This design comes from an exercise in tuning for small area on the open sky130 flow, not from production work.
RTL that was checked went through simulation tests only; none was proved equivalent to the original.
The flow treats the clock pin as an ideal source. Dropping or thinning the clock tree relies on that and would not hold on a real chip.
Power figures rest on the tool's default switching activity, not on a simulated workload.

## run 3
==> flow/design.v (excerpt) <==
module taxi(
    input CLK,           
    input RST,           
    input SW0,           
    input [1:0] SW,      
    input BTN1,          
    input BTN2,          
    input BTN3,          
    output [1:0] LD6_7,
    output [7:0] DISP1,
    output [3:0] AN1,
    output [3:0] LD0_3,
    output LD5
    );
reg BTN3_q;
reg flag;            
wire rise = BTN3 & ~BTN3_q;
always @(posedge CLK) begin
    BTN3_q <= BTN3 & ~RST;
    if (RST) flag <= 1'b0;
    else if (rise) flag <= ~flag;
end
wire [3:0] one, two, three, four, thousand;
wire [3:0] t1, t2, t3, t4;
wire kmark, mmark, base, tier2;
totals u_tot (.CLK(CLK), .RST(RST), .add(rise & ~flag & ~RST), .clr(RST | (rise & BTN1)),
    .one(one), .two(two), .three(three), .four(four),
    .t1(t1), .t2(t2), .t3(t3), .t4(t4));
timebase u_tb (.CLK(CLK), .RST(RST), .flag(flag), .SW0(SW0),
    .kmark(kmark), .mmark(mmark), .base(base), .tier2(tier2));
fare u_fare (.CLK(CLK), .RST(RST), .flag(flag), .kmark(kmark), .mmark(mmark),
    .base(base), .tier2(tier2),
    .one(one), .two(two), .three(three), .four(four), .thousand(thousand));
display u_disp (.CLK(CLK), .RST(RST), .SW(SW), .BTN2(BTN2), .flag(flag),
    .one(one), .two(two), .three(three), .four(four),
    .t1(t1), .t2(t2), .t3(t3), .t4(t4), .AN2(AN1), .DISP1(DISP1));
assign LD0_3 = thousand;
assign LD6_7 = SW;
assign LD5 = SW0;
endmodule
Size: roughly 460 cells after synthesis, ~27 I/O pins, ~0.0038 sq mm of cells after synthesis.
==> module display, before the edit <==
module display (
    input CLK, input RST, input [1:0] SW, input BTN2, input flag,
    input [3:0] one, input [3:0] two, input [3:0] three, input [3:0] four,
    input [3:0] t1, input [3:0] t2, input [3:0] t3, input [3:0] t4,
    output [3:0] AN2, output [7:0] DISP1
    );
reg [2:0] cnt1;      
reg [4:0] count;     
reg [1:0] pos;       
reg [3:0] code;      
wire stepd = cnt1[2] & ~cnt1[1];
reg lit;
reg [1:0] k;
always @(*) begin
    case (SW)
        2'd0: begin lit = 1'b1;              k = count[1:0]; end
        2'd1: begin lit = ~count[0];         k = count[2:1]; end
        2'd2: begin lit = count[1:0] == 0;   k = count[3:2]; end
        default: begin lit = count[2:0] == 0; k = count[4:3]; end
    endcase
end
wire dash = ~BTN2 & flag;
wire f = ~BTN2 & ~flag;
wire sf0 = f & ~k[1] & ~k[0], sf1 = f & ~k[1] & k[0], sf2 = f & k[1] & ~k[0], sf3 = f & k[1] & k[0];
wire st0 = BTN2 & ~k[1] & ~k[0], st1 = BTN2 & ~k[1] & k[0], st2 = BTN2 & k[1] & ~k[0], st3 = BTN2 & k[1] & k[0];
wire [3:0] dsel = ({4{sf0}} & one) | ({4{sf1}} & two) | ({4{sf2}} & three) | ({4{sf3}} & four) |
                  ({4{st0}} & t1) | ({4{st1}} & t2) | ({4{st2}} & t3) | ({4{st3}} & t4) | {4{dash}};
wire zf1 = one == 0, zf2 = two == 0, zt1 = t1 == 0, zt2 = t2 == 0;
wire blank = (sf0 & zf1) | (sf1 & zf1 & zf2) | (st0 & zt1) | (st1 & zt1 & zt2);
always @(posedge CLK) begin
    if (RST) cnt1 <= 3'b000;
    else cnt1 <= {cnt1[1:0], ~cnt1[2]};
    if (RST) begin
        count <= 0;
        pos <= 0;
        code <= 0;
    end else if (stepd) begin
        count <= count + 1;
        pos <= (lit & ~blank) ? k : 2'd0;
        code <= lit ? dsel : 4'd0;
    end
end
assign AN2[0] = pos[1] | pos[0] | (code == 4'd0);
assign AN2[1] = pos[1] | ~pos[0];
assign AN2[2] = ~pos[1] | pos[0];
assign AN2[3] = ~pos[1] | ~pos[0];
wire [3:0] c = code;
wire isdash = c[3] & c[2];
wire sa = (c[3] & c[2]) | (c[2] & ~c[1] & ~c[0]) | (~c[3] & ~c[2] & ~c[1] & c[0]);
wire sb = ~((~c[2]) | (~c[3] & c[1] & c[0]) | (~c[1] & ~c[0]));
wire sc = (c[3] & c[1]) | (~c[2] & c[1] & ~c[0]);
wire sd = (c[2] & ~c[1] & ~c[0]) | (c[2] & c[1] & c[0]) | (~c[3] & ~c[2] & ~c[1] & c[0]);
wire se = (c[0]) | (c[2] & ~c[1]);
wire sf = (~c[2] & c[1]) | (c[1] & c[0]) | (~c[3] & ~c[2] & c[0]);
wire sg = (~c[3] & c[2] & c[1] & c[0]) | (~c[3] & ~c[2] & ~c[1]);
assign DISP1 = {~pos[1] | pos[0] | isdash, sg, sf, se, sd, sc, sb, sa};
endmodule
Settings: LEC_CHECK=0, CAP_MARGIN=20, CORE_MARGIN=2, CORE_UTILIZATION=40, SLEW_MARGIN=20, SYNTH_HIERARCHICAL=1; clock period 10.0 ns.
standard.sh (not shown) runs the stock make flow with config.mk's settings and CLKGATE_MAP_FILE= SYNTH_SCRIPT=/design/flow/synth_recipe.tcl, a recipe that flattens the netlist after the stock synthesis.
==> flow/flow/run.sh <==
#!/bin/bash
# Layout flow: ORFS's own steps through standard.sh, with
#  - synthesis: ORFS's synth script with an area-oriented ABC script
#    (flow/area.abc) and without the full/half-adder cell extraction; the
#    registers are those of the standard synthesis, only the mapping of the
#    logic between them differs,
#  - port buffers: the smallest buffer cell,
#  - clock tree (flow/cts.tcl): the clock port drives a few clock buffers,
#    each at the centre of a group of flip-flops, instead of an H-tree.
# Each step's full output goes to its own log file in this folder.
set -euo pipefail
W=$(pwd)
F=$W/flow

sed -e 's|log_cmd abc {\*}$abc_args|log_cmd abc -script $::env(FLOW_ABC_SCRIPT) {*}[lrange $abc_args 2 end]|' \
    "$FLOW_HOME/scripts/synth.tcl" > "$W/flow_synth.tcl"
grep -q 'FLOW_ABC_SCRIPT' "$W/flow_synth.tcl"
sed -e "s|source \$::env(SCRIPTS_DIR)/synth.tcl|source $W/flow_synth.tcl|" "$W/synth_recipe.tcl" > "$W/flow_synth_recipe.tcl"
grep -q 'flow_synth.tcl' "$W/flow_synth_recipe.tcl"
export FLOW_ABC_SCRIPT=$F/area.abc
export FLOW_CTS_NBUF=${FLOW_CTS_NBUF:-3}
export FLOW_CTS_BUF=${FLOW_CTS_BUF:-sky130_fd_sc_hd__buf_12}
export FLOW_CLK_PORT=CLK

ARGS=(SYNTH_SCRIPT="$W/flow_synth_recipe.tcl" ADDER_MAP_FILE=
      BUFFER_PORTS_ARGS="-buffer_cell sky130_fd_sc_hd__buf_1"
      MIN_BUF_CELL_AND_PORTS="sky130_fd_sc_hd__buf_1 A X")
bash standard.sh "${ARGS[@]}" synth > "$W/log_synth.txt" 2>&1
bash standard.sh "${ARGS[@]}" floorplan > "$W/log_floorplan.txt" 2>&1
bash standard.sh "${ARGS[@]}" place > "$W/log_place.txt" 2>&1
bash standard.sh "${ARGS[@]}" RUN_SCRIPT="$F/cts.tcl" RUN_LOG_NAME_STEM=4_1_cts run > "$W/log_cts.txt" 2>&1
R=$W/orfs/results/$FLOW_PLATFORM/taxi/base
test -f "$R/4_1_cts.odb" && test -f "$R/4_cts.sdc"
cp "$R/4_1_cts.odb" "$R/4_cts.odb"
touch "$R/4_cts.sdc"
bash standard.sh "${ARGS[@]}" route > "$W/log_route.txt" 2>&1
bash standard.sh "${ARGS[@]}" finish > "$W/log_finish.txt" 2>&1
test -f "$W/out/final.def"
Other scripts of this flow, unchanged in this note and not shown: flow/flow/area.abc, flow/flow/cts.tcl
Run 3 finished end to end and its layout was clean on timing, DRC and antenna.
Modified inputs, run 2 compared to run 3
--- a/flow/design.v
+++ b/flow/design.v
@@ -139,12 +139,13 @@
     input [3:0] one, input [3:0] two, input [3:0] three, input [3:0] four,
     input [3:0] t1, input [3:0] t2, input [3:0] t3, input [3:0] t4,
     output [3:0] AN2, output [7:0] DISP1
     );
 reg [2:0] cnt1;      
 reg [4:0] count;     
+reg off;             
 reg [1:0] pos;       
 reg [3:0] code;      
 wire stepd = cnt1[2] & ~cnt1[1];
 reg lit;
 reg [1:0] k;
 always @(*) begin
@@ -165,24 +166,26 @@
 wire blank = (sf0 & zf1) | (sf1 & zf1 & zf2) | (st0 & zt1) | (st1 & zt1 & zt2);
 always @(posedge CLK) begin
     if (RST) cnt1 <= 3'b000;
     else cnt1 <= {cnt1[1:0], ~cnt1[2]};
     if (RST) begin
         count <= 0;
-        pos <= 0;
-        code <= 0;
+        off <= 1'b1;
     end else if (stepd) begin
         count <= count + 1;
-        pos <= (lit & ~blank) ? k : 2'd0;
-        code <= lit ? dsel : 4'd0;
-    end
-end
-assign AN2[0] = pos[1] | pos[0] | (code == 4'd0);
-assign AN2[1] = pos[1] | ~pos[0];
-assign AN2[2] = ~pos[1] | pos[0];
-assign AN2[3] = ~pos[1] | ~pos[0];
+        off <= ~lit | blank;
+    end
+    if (stepd) begin
+        pos <= k;
+        code <= dsel;
+    end
+end
+assign AN2[0] = off | pos[1] | pos[0];
+assign AN2[1] = off | pos[1] | ~pos[0];
+assign AN2[2] = off | ~pos[1] | pos[0];
+assign AN2[3] = off | ~pos[1] | ~pos[0];
 wire [3:0] c = code;
 wire isdash = c[3] & c[2];
 wire sa = (c[3] & c[2]) | (c[2] & ~c[1] & ~c[0]) | (~c[3] & ~c[2] & ~c[1] & c[0]);
 wire sb = ~((~c[2]) | (~c[3] & c[1] & c[0]) | (~c[1] & ~c[0]));
 wire sc = (c[3] & c[1]) | (~c[2] & c[1] & ~c[0]);
 wire sd = (c[2] & ~c[1] & ~c[0]) | (c[2] & c[1] & c[0]) | (~c[3] & ~c[2] & ~c[1] & c[0]);
[summary]
- For run 2, the main combinational cell family by area after synthesis was simple AND/OR/NAND/NOR gates, unlike run 3, where it was compound AO/OA/AOI/OAI gates.
- Delta (run 2 minus run 3): wire length of the first global-routing pass -about 3.7%, die area +about 1%, flip-flop and latch count +1, area after synthesis +1.1%.
- Summary of run 2 over run 3: fmax down about 1.2%, clock network fraction of design power lower, final non-filler cell area has increased, post-detailed-route via-to-cell ratio now sits lower, delay of the slowest cell on the worst path essentially unchanged.
- Relative to run 3, number of enable flip-flop cells after synthesis has gone up in run 2.
Only the layout flow was run in run 3; the RTL was not checked for function there. No run of this note takes its clock network from TritonCTS; it comes from the design's own scripts or RTL.

==> static timing again, ports no longer ideal <==
No port has a modelled driver above. Below, the same layouts with a new extraction and two added sets of constraints.
Step 1, drivers: a clkbuf_16 drives CLK and a buf_2 each remaining input, both assumed.
Step 2, shift: input delay + t, output delay - t, t = (earliest + latest rising clock arrival at the registers) / 2. This alone moves slack from input paths to output paths.
a / b / c = no drivers / after step 1 / after step 2; a / b = the first two.
run | shift t [ns] | slack for setup (ns) | worst setup path after step 2 | slew at the worst register clock pin (ns) | worst slew at a driven data input, ns
run 3 | 0.210 | 3.517 / 3.517 / 3.433 | input to register | 0.12 / 0.12 | 0.03
run 2 | 0.206 | 3.437 / 3.437 / 3.437 | register to register | 0.11 / 0.11 | 0.03
After both steps every run listed still meets setup and hold. The setup slack of run 3, which loses most, moves by 0.000 ns with the drivers and by -0.084 ns with both steps.
